This design comes from an exercise in tuning for small area on the open sky130 flow, not from production work.
RTL that was checked went through simulation tests only; none was proved equivalent to the original.
The flow treats the clock pin as an ideal source, which a real chip does not have.
Power is estimated from default activity; no workload was simulated.

==> yarrow: inputs <==
==> flow/design.v (excerpt) <==
module timer_mary89(clock, reset, adjust, start_stop, mode, d5, d4, d3, d2, d1, d0);
	input        clock, reset, adjust, start_stop, mode;
	output [3:0] d5, d4, d3, d2, d1, d0;
	reg [4:0] state;
	reg [5:0] tick;      
	reg [4:0] flash;     
	reg       h;         
	reg [3:0] c0; reg [2:0] c1; reg [3:0] c2; reg [2:0] c3; reg [1:0] c4; reg c5;
	reg [3:0] k0; reg [2:0] k1; reg [3:0] k2; reg [2:0] k3; reg [1:0] k4; reg k5;
	reg [3:0] a0; reg [2:0] a1;
	wire a2v = a1[2] & a1[1];
	wire [2:0] a1v = {a1[2] & ~a1[1], a1[1] & ~a1[2], a1[0] & ~a2v};
	reg [3:0] al0, al1, al2; reg [2:0] al4;
	wire click = ~tick[5] & ~tick[4] & ~tick[2] & ~tick[0];
	always @(posedge clock or negedge reset)
		if (!reset) tick <= 6'd16;
		else tick <= {tick[4:3], tick[2], tick[1] & ~click, tick[0], tick[5] ^ tick[0]};
	wire fl = ~flash[3] & ~flash[1] & ~flash[0];
	always @(posedge clock or negedge reset)
		if (!reset) flash <= 5'd1;
		else flash <= {flash[3], flash[2] & ~fl, flash[1:0], flash[4] ^ flash[1]};
	wire st0  = (~state[0] & ~state[1] & ~state[2] & ~state[4]);
	wire st3  = (state[0] & state[1] & ~state[2] & ~state[3] & ~state[4]);
	wire st4  = (~state[0] & ~state[1] & state[2] & ~state[3] & ~state[4]);
	wire st6  = (~state[0] & state[1] & state[2] & ~state[4]);
	wire st7  = (state[0] & state[1] & state[2] & ~state[3]);
	wire st14 = (state[3] & state[4]);
	wire st16 = (~state[0] & ~state[1] & ~state[2] & state[4]);
	wire st17 = (state[0] & ~state[1] & ~state[2] & state[4]);
	wire st18 = (state[0] & state[1] & state[4]);
	always @(posedge clock or negedge reset)
		if (!reset) state <= 5'd0;
		else begin
  ...
export LEC_CHECK = 0
export CAP_MARGIN = 20
export CORE_MARGIN = 2
export CORE_UTILIZATION = 70
export SLEW_MARGIN = 20
create_clock -name core_clock -period 5.0 [get_ports {clock}]
standard.sh (not shown) runs the stock make flow with config.mk's settings and CLKGATE_MAP_FILE= SYNTH_SCRIPT=/design/flow/synth_recipe.tcl, a recipe that flattens the netlist after the stock synthesis.
==> flow/flow/run.sh <==
#!/bin/bash
# Own layout flow: the standard ORFS flow with the standard synthesis unchanged, and:
# * port buffers of the smallest buffer (buf_1) instead of the resizer's default choice;
# * timing-driven placement keeps no resizer buffers (GPL_KEEP_OVERFLOW=0);
# * after global routing, gates off the critical paths are downsized (RECOVER_POWER=100);
# * the clock tree built by hand before CTS (flow/man_cts.tcl): the flip-flops are split by
#   position into groups, one per buffer in BUFS, with sizes in proportion to the buffers'
#   strength; each group is driven by its buffer, fed straight from the clock port.
#   TritonCTS skips those nets. Every register gets the same one-buffer clock path.
# Each step's full output goes to the ORFS logs (orfs/logs/...) and to flow_orfs.log here.
set -euo pipefail
here=$(pwd)
BUFS="sky130_fd_sc_hd__clkbuf_16 sky130_fd_sc_hd__clkbuf_16 sky130_fd_sc_hd__clkbuf_8"
CTS="-sink_clustering_enable -repair_clock_nets -dont_use_dummy_load -buf_list sky130_fd_sc_hd__clkbuf_8"
bash standard.sh "CTS_ARGS=$CTS" "PRE_CTS_TCL=$here/flow/man_cts.tcl" \
  "BUFFER_PORTS_ARGS=-buffer_cell sky130_fd_sc_hd__buf_1" GPL_KEEP_OVERFLOW=0 RECOVER_POWER=100 "MAN_CTS_BUFS=$BUFS" finish > flow_orfs.log 2>&1
Other scripts of this flow, unchanged in this note and not shown: flow/flow/man_cts.tcl
==> garnet (differences from yarrow) <==
--- a/flow/design.v
+++ b/flow/design.v
@@ -180,38 +180,35 @@
 	always @(posedge clock) begin
 		if (st0) begin
 			a0 <= 4'd0; a1 <= 3'd7;
 		end else if (st3 & click) begin
 			a0 <= a0d;
 			if (a0z) a1 <= a1d;
 		end
 	end
-	wire allz = al0z & al1z & al2z;
-	wire al01z = al0z & al1z;
-	wire al0_n0 = (st18 & click & ~allz & ~al0[0]) | (st18 & allz & h) | (~st0 & ~st18 & al0[0]) | (~st0 & ~click & al0[0]);
-	wire al0_n1 = (st18 & click & ~al0[0] & ~al0[1] & al0[2]) | (st18 & click & ~al0[0] & ~al0[1] & al0[3]) | (st18 & allz & h) | (~st0 & ~st18 & al0[1]) | (st18 & al0[0] & al0[1]) | (st18 & ~click & al0[1]);
-	wire al0_n2 = (~st0 & ~st18 & al0[2]) | (st18 & click & ~al0[0] & ~al0[1] & al0[3]) | (st18 & al0[0] & al0[2]) | (st18 & ~click & al0[2]) | (st18 & al0[1] & al0[2]);
-	wire al0_n3 = (~st0 & ~st18 & al0[3]) | (st18 & click & ~allz & ~al0[0] & ~al0[1] & ~al0[2] & ~al0[3]) | (st18 & allz & h) | (~st0 & al0[0] & al0[3]) | (st18 & ~click & al0[3]) | (st18 & al0[1] & al0[3]);
-	wire al1_n0 = (st18 & click & ~allz & al0z & ~al1[0]) | (st18 & allz & h) | (~st0 & ~st18 & al1[0]) | (st18 & ~al0z & al1[0]) | (st18 & ~click & al1[0]);
-	wire al1_n1 = (st18 & click & al0z & ~al1[0] & ~al1[1] & al1[3]) | (st18 & allz & h) | (~st0 & ~st18 & al1[1]) | (st18 & click & al0z & ~al1[0] & ~al1[1] & al1[2]) | (st18 & ~al0z & al1[1]) | (st18 & ~click & al1[1]) | (st18 & al1[0] & al1[1]);
-	wire al1_n2 = (~st0 & ~st18 & al1[2]) | (st18 & click & ~allz & al0z & ~al1[0] & ~al1[1] & ~al1[2]) | (st18 & ~al0z & al1[2]) | (st18 & al1[1] & al1[2]) | (st18 & al1[0] & al1[2]) | (st18 & ~click & al1[2]);
-	wire al1_n3 = (~st0 & ~st18 & al1[3]) | (st18 & allz & h) | (st18 & ~click & al1[3]) | (~st0 & ~al0z & al1[3]) | (~st0 & al1[0] & al1[3]) | (~st0 & al1[1] & al1[3]);
-	wire al2_n0 = (st0) | (st7 & start_stop & ~al2[0]) | (st18 & click & ~allz & al01z & ~al2[0]) | (~st18 & ~st7 & al2[0]) | (st18 & allz & h) | (~st7 & ~al01z & al2[0]) | (st7 & ~start_stop & al2[0]) | (st18 & ~click & al2[0]);
-	wire al2_n1 = (st18 & click & al01z & ~al2[0] & ~al2[1] & al2[3]) | (st18 & allz & h) | (st7 & start_stop & al2[0] & ~al2[1]) | (st18 & click & al01z & ~al2[0] & ~al2[1] & al2[2]) | (~st0 & ~st18 & ~al2[0] & al2[1]) | (~st0 & ~st7 & al2[0] & al2[1]) | (st18 & ~click & al2[1]) | (st7 & ~start_stop & al2[1]) | (st18 & ~al01z & al2[1]);
-	wire al2_n2 = (st18 & click & al01z & ~al2[0] & ~al2[1] & ~al2[2] & al2[3]) | (st7 & start_stop & al2[0] & al2[1] & ~al2[2]) | (~st0 & ~st18 & ~al2[0] & al2[2]) | (~st0 & ~st7 & al2[0] & al2[2]) | (st18 & ~click & al2[2]) | (st7 & ~start_stop & al2[2]) | (st18 & ~al01z & al2[2]) | (st7 & ~al2[1] & al2[2]) | (st18 & al2[1] & al2[2]);
-	wire al2_n3 = (st7 & start_stop & ~al2[0] & ~al2[1] & ~al2[2]) | (st18 & click & ~allz & al01z & ~al2[0] & ~al2[1] & ~al2[2] & ~al2[3]) | (st18 & allz & h) | (st7 & start_stop & al2[0] & al2[1] & al2[2] & ~al2[3]) | (~st0 & ~st7 & al2[1] & al2[3]) | (~st0 & ~st18 & ~al2[1] & al2[3]) | (st18 & ~click & al2[3]) | (st7 & ~start_stop & al2[3]) | (st18 & al2[0] & al2[3]) | (st7 & ~al2[0] & al2[3]) | (st18 & ~al01z & al2[3]) | (st7 & ~al2[2] & al2[3]) | (st18 & al2[2] & al2[3]);
-	wire al4_n0 = (st4 & fl & ~al4[0] & ~al4[1] & ~al4[2]) | (st6 & start_stop & ~al4[0]) | (~st0 & ~st4 & ~st6 & al4[0]) | (st4 & ~fl & al4[0]) | (st6 & ~start_stop & al4[0]);
-	wire al4_n1 = (st4 & fl & ~al4[0] & ~al4[1] & ~al4[2]) | (st6 & start_stop & al4[0] & ~al4[1]) | (~st0 & ~st4 & ~st6 & al4[1]) | (st6 & ~al4[0] & al4[1]) | (st4 & ~fl & al4[1]) | (st6 & ~start_stop & al4[1]);
-	wire al4_n2 = (~st0 & ~st4 & ~st6 & al4[2]) | (st6 & start_stop & al4[0] & al4[1] & ~al4[2]) | (st6 & ~al4[1] & al4[2]) | (st4 & ~fl & al4[2]) | (st6 & ~al4[0] & al4[2]) | (st6 & ~start_stop & al4[2]);
-	always @(posedge clock) begin
-		al0 <= {al0_n3, al0_n2, al0_n1, al0_n0};
-		al1 <= {al1_n3, al1_n2, al1_n1, al1_n0};
-		al2 <= {al2_n3, al2_n2, al2_n1, al2_n0};
-		al4 <= {al4_n2, al4_n1, al4_n0};
+	always @(posedge clock) begin
+		if (st0) begin
+			al0 <= 4'd0; al1 <= 4'd0; al2 <= 4'd1; al4 <= 3'd0;
+		end else begin
+			if (st4 & fl) al4 <= (al4 == 3'd0) ? 3'd3 : 3'd0;
+			if (st6 & start_stop) al4 <= al4 + 3'd1;
+			if (st7 & start_stop) al2 <= al2u;
+			if (st18) begin
+				if (al0z & al1z & al2z) begin
+					al0 <= hv; al1 <= hv; al2 <= hv;
+				end else if (click) begin
+					al0 <= al0d;
+					if (al0z) begin
+						al1 <= al1d;
+						if (al1z) al2 <= al2d;
+					end
+				end
+			end
+		end
 	end
 	assign d0[0] = (k0[0] & ((state[0] & ~state[1] & ~state[2]) | (~state[0] & state[2] & state[3]))) | (a0[0] & ((state[0] & state[1] & ~state[2] & ~state[3] & ~state[4]) | (~state[0] & ~state[2] & state[3]))) | (al0[0] & ((state[1] & state[4]) | (state[2] & ~state[3] & ~state[4]))) | (c0[0] & ((~state[0] & ~state[1] & state[4]) | (state[0] & ~state[1] & state[3]) | (state[0] & ~state[2] & state[3]))) | (h & ((state[1] & state[2] & state[3])));
 	assign d0[1] = (k0[1] & ((state[0] & ~state[1] & ~state[2]) | (~state[0] & state[2] & state[3]))) | (a0[1] & ((state[0] & state[1] & ~state[2] & ~state[3] & ~state[4]) | (~state[0] & ~state[2] & state[3]))) | (al0[1] & ((state[1] & state[4]) | (state[2] & ~state[3] & ~state[4]))) | (c0[1] & ((~state[0] & ~state[1] & state[4]) | (state[0] & ~state[1] & state[3]) | (state[0] & ~state[2] & state[3]))) | (h & ((state[1] & state[2] & state[3])));
 	assign d0[2] = (k0[2] & ((state[0] & ~state[1] & ~state[2]) | (~state[0] & state[2] & state[3]))) | (a0[2] & ((state[0] & state[1] & ~state[2] & ~state[3] & ~state[4]) | (~state[0] & ~state[2] & state[3]))) | (al0[2] & ((state[1] & state[4]) | (state[2] & ~state[3] & ~state[4]))) | (c0[2] & ((~state[0] & ~state[1] & state[4]) | (state[0] & ~state[1] & state[3]) | (state[0] & ~state[2] & state[3])));
 	assign d0[3] = ((~state[0] & ~state[1] & ~state[2] & ~state[4])) | (k0[3] & ((state[0] & ~state[1] & ~state[2]) | (~state[0] & state[2] & state[3]))) | (a0[3] & ((state[0] & state[1] & ~state[2] & ~state[3] & ~state[4]) | (~state[0] & ~state[2] & state[3]))) | (al0[3] & ((state[1] & state[4]) | (state[2] & ~state[3] & ~state[4]))) | (c0[3] & ((~state[0] & ~state[1] & state[4]) | (state[0] & ~state[1] & state[3]) | (state[0] & ~state[2] & state[3]))) | (h & ((state[1] & state[2] & state[3])));
 	assign d1[0] = (k1[0] & ((state[0] & ~state[1] & ~state[2]) | (~state[0] & state[2] & state[3]))) | (a1v[0] & ((state[0] & state[1] & ~state[2] & ~state[3] & ~state[4]) | (~state[0] & ~state[2] & state[3]))) | (al1[0] & ((state[1] & state[4]) | (state[2] & ~state[3] & ~state[4]))) | (c1[0] & ((~state[0] & ~state[1] & state[4]) | (state[0] & ~state[1] & state[3]) | (state[0] & ~state[2] & state[3]))) | (h & ((state[1] & state[2] & state[3])));
 	assign d1[1] = (k1[1] & ((state[0] & ~state[1] & ~state[2]) | (~state[0] & state[2] & state[3]))) | (a1v[1] & ((state[0] & state[1] & ~state[2] & ~state[3] & ~state[4]) | (~state[0] & ~state[2] & state[3]))) | (al1[1] & ((state[1] & state[4]) | (state[2] & ~state[3] & ~state[4]))) | (c1[1] & ((~state[0] & ~state[1] & state[4]) | (state[0] & ~state[1] & state[3]) | (state[0] & ~state[2] & state[3]))) | (h & ((state[1] & state[2] & state[3])));
 	assign d1[2] = (k1[2] & ((state[0] & ~state[1] & ~state[2]) | (~state[0] & state[2] & state[3]))) | (a1v[2] & ((state[0] & state[1] & ~state[2] & ~state[3] & ~state[4]) | (~state[0] & ~state[2] & state[3]))) | (al1[2] & ((state[1] & state[4]) | (state[2] & ~state[3] & ~state[4]))) | (c1[2] & ((~state[0] & ~state[1] & state[4]) | (state[0] & ~state[1] & state[3]) | (state[0] & ~state[2] & state[3])));
==> ember (differences from yarrow) <==
--- a/flow/design.v
+++ b/flow/design.v
@@ -180,38 +180,35 @@
 	always @(posedge clock) begin
 		if (st0) begin
 			a0 <= 4'd0; a1 <= 3'd7;
 		end else if (st3 & click) begin
 			a0 <= a0d;
 			if (a0z) a1 <= a1d;
 		end
 	end
-	wire allz = al0z & al1z & al2z;
-	wire al01z = al0z & al1z;
-	wire al0_n0 = (st18 & click & ~allz & ~al0[0]) | (st18 & allz & h) | (~st0 & ~st18 & al0[0]) | (~st0 & ~click & al0[0]);
-	wire al0_n1 = (st18 & click & ~al0[0] & ~al0[1] & al0[2]) | (st18 & click & ~al0[0] & ~al0[1] & al0[3]) | (st18 & allz & h) | (~st0 & ~st18 & al0[1]) | (st18 & al0[0] & al0[1]) | (st18 & ~click & al0[1]);
-	wire al0_n2 = (~st0 & ~st18 & al0[2]) | (st18 & click & ~al0[0] & ~al0[1] & al0[3]) | (st18 & al0[0] & al0[2]) | (st18 & ~click & al0[2]) | (st18 & al0[1] & al0[2]);
-	wire al0_n3 = (~st0 & ~st18 & al0[3]) | (st18 & click & ~allz & ~al0[0] & ~al0[1] & ~al0[2] & ~al0[3]) | (st18 & allz & h) | (~st0 & al0[0] & al0[3]) | (st18 & ~click & al0[3]) | (st18 & al0[1] & al0[3]);
-	wire al1_n0 = (st18 & click & ~allz & al0z & ~al1[0]) | (st18 & allz & h) | (~st0 & ~st18 & al1[0]) | (st18 & ~al0z & al1[0]) | (st18 & ~click & al1[0]);
-	wire al1_n1 = (st18 & click & al0z & ~al1[0] & ~al1[1] & al1[3]) | (st18 & allz & h) | (~st0 & ~st18 & al1[1]) | (st18 & click & al0z & ~al1[0] & ~al1[1] & al1[2]) | (st18 & ~al0z & al1[1]) | (st18 & ~click & al1[1]) | (st18 & al1[0] & al1[1]);
-	wire al1_n2 = (~st0 & ~st18 & al1[2]) | (st18 & click & ~allz & al0z & ~al1[0] & ~al1[1] & ~al1[2]) | (st18 & ~al0z & al1[2]) | (st18 & al1[1] & al1[2]) | (st18 & al1[0] & al1[2]) | (st18 & ~click & al1[2]);
-	wire al1_n3 = (~st0 & ~st18 & al1[3]) | (st18 & allz & h) | (st18 & ~click & al1[3]) | (~st0 & ~al0z & al1[3]) | (~st0 & al1[0] & al1[3]) | (~st0 & al1[1] & al1[3]);
-	wire al2_n0 = (st0) | (st7 & start_stop & ~al2[0]) | (st18 & click & ~allz & al01z & ~al2[0]) | (~st18 & ~st7 & al2[0]) | (st18 & allz & h) | (~st7 & ~al01z & al2[0]) | (st7 & ~start_stop & al2[0]) | (st18 & ~click & al2[0]);
-	wire al2_n1 = (st18 & click & al01z & ~al2[0] & ~al2[1] & al2[3]) | (st18 & allz & h) | (st7 & start_stop & al2[0] & ~al2[1]) | (st18 & click & al01z & ~al2[0] & ~al2[1] & al2[2]) | (~st0 & ~st18 & ~al2[0] & al2[1]) | (~st0 & ~st7 & al2[0] & al2[1]) | (st18 & ~click & al2[1]) | (st7 & ~start_stop & al2[1]) | (st18 & ~al01z & al2[1]);
-	wire al2_n2 = (st18 & click & al01z & ~al2[0] & ~al2[1] & ~al2[2] & al2[3]) | (st7 & start_stop & al2[0] & al2[1] & ~al2[2]) | (~st0 & ~st18 & ~al2[0] & al2[2]) | (~st0 & ~st7 & al2[0] & al2[2]) | (st18 & ~click & al2[2]) | (st7 & ~start_stop & al2[2]) | (st18 & ~al01z & al2[2]) | (st7 & ~al2[1] & al2[2]) | (st18 & al2[1] & al2[2]);
-	wire al2_n3 = (st7 & start_stop & ~al2[0] & ~al2[1] & ~al2[2]) | (st18 & click & ~allz & al01z & ~al2[0] & ~al2[1] & ~al2[2] & ~al2[3]) | (st18 & allz & h) | (st7 & start_stop & al2[0] & al2[1] & al2[2] & ~al2[3]) | (~st0 & ~st7 & al2[1] & al2[3]) | (~st0 & ~st18 & ~al2[1] & al2[3]) | (st18 & ~click & al2[3]) | (st7 & ~start_stop & al2[3]) | (st18 & al2[0] & al2[3]) | (st7 & ~al2[0] & al2[3]) | (st18 & ~al01z & al2[3]) | (st7 & ~al2[2] & al2[3]) | (st18 & al2[2] & al2[3]);
-	wire al4_n0 = (st4 & fl & ~al4[0] & ~al4[1] & ~al4[2]) | (st6 & start_stop & ~al4[0]) | (~st0 & ~st4 & ~st6 & al4[0]) | (st4 & ~fl & al4[0]) | (st6 & ~start_stop & al4[0]);
-	wire al4_n1 = (st4 & fl & ~al4[0] & ~al4[1] & ~al4[2]) | (st6 & start_stop & al4[0] & ~al4[1]) | (~st0 & ~st4 & ~st6 & al4[1]) | (st6 & ~al4[0] & al4[1]) | (st4 & ~fl & al4[1]) | (st6 & ~start_stop & al4[1]);
-	wire al4_n2 = (~st0 & ~st4 & ~st6 & al4[2]) | (st6 & start_stop & al4[0] & al4[1] & ~al4[2]) | (st6 & ~al4[1] & al4[2]) | (st4 & ~fl & al4[2]) | (st6 & ~al4[0] & al4[2]) | (st6 & ~start_stop & al4[2]);
-	always @(posedge clock) begin
-		al0 <= {al0_n3, al0_n2, al0_n1, al0_n0};
-		al1 <= {al1_n3, al1_n2, al1_n1, al1_n0};
-		al2 <= {al2_n3, al2_n2, al2_n1, al2_n0};
-		al4 <= {al4_n2, al4_n1, al4_n0};
+	always @(posedge clock) begin
+		if (st0) begin
+			al0 <= 4'd0; al1 <= 4'd0; al2 <= 4'd1; al4 <= 3'd0;
+		end else begin
+			if (st4 & fl) al4 <= (al4 == 3'd0) ? 3'd3 : 3'd0;
+			if (st6 & start_stop) al4 <= al4 + 3'd1;
+			if (st7 & start_stop) al2 <= al2u;
+			if (st18) begin
+				if (al0z & al1z & al2z) begin
+					al0 <= hv; al1 <= hv; al2 <= hv;
+				end else if (click) begin
+					al0 <= al0d;
+					if (al0z) begin
+						al1 <= al1d;
+						if (al1z) al2 <= al2d;
+					end
+				end
+			end
+		end
 	end
 	assign d0[0] = (k0[0] & ((state[0] & ~state[1] & ~state[2]) | (~state[0] & state[2] & state[3]))) | (a0[0] & ((state[0] & state[1] & ~state[2] & ~state[3] & ~state[4]) | (~state[0] & ~state[2] & state[3]))) | (al0[0] & ((state[1] & state[4]) | (state[2] & ~state[3] & ~state[4]))) | (c0[0] & ((~state[0] & ~state[1] & state[4]) | (state[0] & ~state[1] & state[3]) | (state[0] & ~state[2] & state[3]))) | (h & ((state[1] & state[2] & state[3])));
 	assign d0[1] = (k0[1] & ((state[0] & ~state[1] & ~state[2]) | (~state[0] & state[2] & state[3]))) | (a0[1] & ((state[0] & state[1] & ~state[2] & ~state[3] & ~state[4]) | (~state[0] & ~state[2] & state[3]))) | (al0[1] & ((state[1] & state[4]) | (state[2] & ~state[3] & ~state[4]))) | (c0[1] & ((~state[0] & ~state[1] & state[4]) | (state[0] & ~state[1] & state[3]) | (state[0] & ~state[2] & state[3]))) | (h & ((state[1] & state[2] & state[3])));
 	assign d0[2] = (k0[2] & ((state[0] & ~state[1] & ~state[2]) | (~state[0] & state[2] & state[3]))) | (a0[2] & ((state[0] & state[1] & ~state[2] & ~state[3] & ~state[4]) | (~state[0] & ~state[2] & state[3]))) | (al0[2] & ((state[1] & state[4]) | (state[2] & ~state[3] & ~state[4]))) | (c0[2] & ((~state[0] & ~state[1] & state[4]) | (state[0] & ~state[1] & state[3]) | (state[0] & ~state[2] & state[3])));
 	assign d0[3] = ((~state[0] & ~state[1] & ~state[2] & ~state[4])) | (k0[3] & ((state[0] & ~state[1] & ~state[2]) | (~state[0] & state[2] & state[3]))) | (a0[3] & ((state[0] & state[1] & ~state[2] & ~state[3] & ~state[4]) | (~state[0] & ~state[2] & state[3]))) | (al0[3] & ((state[1] & state[4]) | (state[2] & ~state[3] & ~state[4]))) | (c0[3] & ((~state[0] & ~state[1] & state[4]) | (state[0] & ~state[1] & state[3]) | (state[0] & ~state[2] & state[3]))) | (h & ((state[1] & state[2] & state[3])));
 	assign d1[0] = (k1[0] & ((state[0] & ~state[1] & ~state[2]) | (~state[0] & state[2] & state[3]))) | (a1v[0] & ((state[0] & state[1] & ~state[2] & ~state[3] & ~state[4]) | (~state[0] & ~state[2] & state[3]))) | (al1[0] & ((state[1] & state[4]) | (state[2] & ~state[3] & ~state[4]))) | (c1[0] & ((~state[0] & ~state[1] & state[4]) | (state[0] & ~state[1] & state[3]) | (state[0] & ~state[2] & state[3]))) | (h & ((state[1] & state[2] & state[3])));
 	assign d1[1] = (k1[1] & ((state[0] & ~state[1] & ~state[2]) | (~state[0] & state[2] & state[3]))) | (a1v[1] & ((state[0] & state[1] & ~state[2] & ~state[3] & ~state[4]) | (~state[0] & ~state[2] & state[3]))) | (al1[1] & ((state[1] & state[4]) | (state[2] & ~state[3] & ~state[4]))) | (c1[1] & ((~state[0] & ~state[1] & state[4]) | (state[0] & ~state[1] & state[3]) | (state[0] & ~state[2] & state[3]))) | (h & ((state[1] & state[2] & state[3])));
 	assign d1[2] = (k1[2] & ((state[0] & ~state[1] & ~state[2]) | (~state[0] & state[2] & state[3]))) | (a1v[2] & ((state[0] & state[1] & ~state[2] & ~state[3] & ~state[4]) | (~state[0] & ~state[2] & state[3]))) | (al1[2] & ((state[1] & state[4]) | (state[2] & ~state[3] & ~state[4]))) | (c1[2] & ((~state[0] & ~state[1] & state[4]) | (state[0] & ~state[1] & state[3]) | (state[0] & ~state[2] & state[3])));
==> flow/flow/run.sh (replaced) <==
#!/bin/bash
# Own layout flow: the standard ORFS flow with the standard synthesis unchanged, and:
# * port buffers of the smallest buffer (buf_1) instead of the resizer's default choice;
# * timing-driven placement keeps no resizer buffers (GPL_KEEP_OVERFLOW=0);
# * the clock tree built by hand before CTS (flow/man_cts.tcl): the flip-flops are split by
#   position into groups, one per buffer in BUFS, with sizes in proportion to the buffers'
#   strength; each group is driven by its buffer, fed straight from the clock port.
#   TritonCTS skips those nets. Every register gets the same one-buffer clock path.
# Each step's full output goes to the ORFS logs (orfs/logs/...) and to flow_orfs.log here.
set -euo pipefail
here=$(pwd)
BUFS="sky130_fd_sc_hd__clkbuf_16 sky130_fd_sc_hd__clkbuf_16 sky130_fd_sc_hd__clkbuf_8"
CTS="-sink_clustering_enable -repair_clock_nets -dont_use_dummy_load -buf_list sky130_fd_sc_hd__clkbuf_8"
bash standard.sh "CTS_ARGS=$CTS" "PRE_CTS_TCL=$here/flow/man_cts.tcl" \
  "BUFFER_PORTS_ARGS=-buffer_cell sky130_fd_sc_hd__buf_1" GPL_KEEP_OVERFLOW=0 "MAN_CTS_BUFS=$BUFS" finish > flow_orfs.log 2>&1
==> comparison <==
ember completed with no timing, DRC or antenna violations. yarrow finished but fails on max-capacitance violations, max-slew violations. garnet completed without violations.
Between garnet and yarrow, the lower final cell count is in yarrow (gap 0.53%, measured against yarrow).
Worst hold slack, highest first: garnet, yarrow, ember.
Die area is the same in garnet and ember.
Against ember, the routed wire length of garnet is lower by about 0.5%.
Total power: yarrow < garnet < ember.
Maximum frequency, highest first: ember, garnet, yarrow.
Between ember and yarrow, the lower clock skew is in ember (gap 0.0044 ns).
Utilization: ember is higher than yarrow (1.7 points).
In critical path depth, garnet and ember do not differ.
No functional check of the RTL was part of yarrow.

separate check: timing with driven ports:
Ports are ideal in the flow. The routed layouts listed here were re-timed in OpenROAD.
Step 1 (the two cells are an assumption about what drives the block):
set clk [get_ports {clock}]
set_driving_cell -lib_cell sky130_fd_sc_hd__clkbuf_16 $clk
set_driving_cell -lib_cell sky130_fd_sc_hd__buf_2 [delete_from_list [all_inputs] $clk]
Step 2 times the ports against the registers' clock, not the clock port: input delays grow and output delays shrink by t, the midpoint of the rising clock arrivals with the driver on.
a / b / c = ideal ports / drivers / drivers and shift; a / b = the first two.
| run | t, ns | setup WS [ns] | worst setup path after step 2 |
|---|---|---|---|
| yarrow | 0.224 | 0.887 / 0.823 / 1.047 | register to output |
| garnet | 0.220 | 1.268 / 1.207 / 1.427 | register to output |
| ember | 0.222 | 1.273 / 1.212 / 1.433 | register to output |
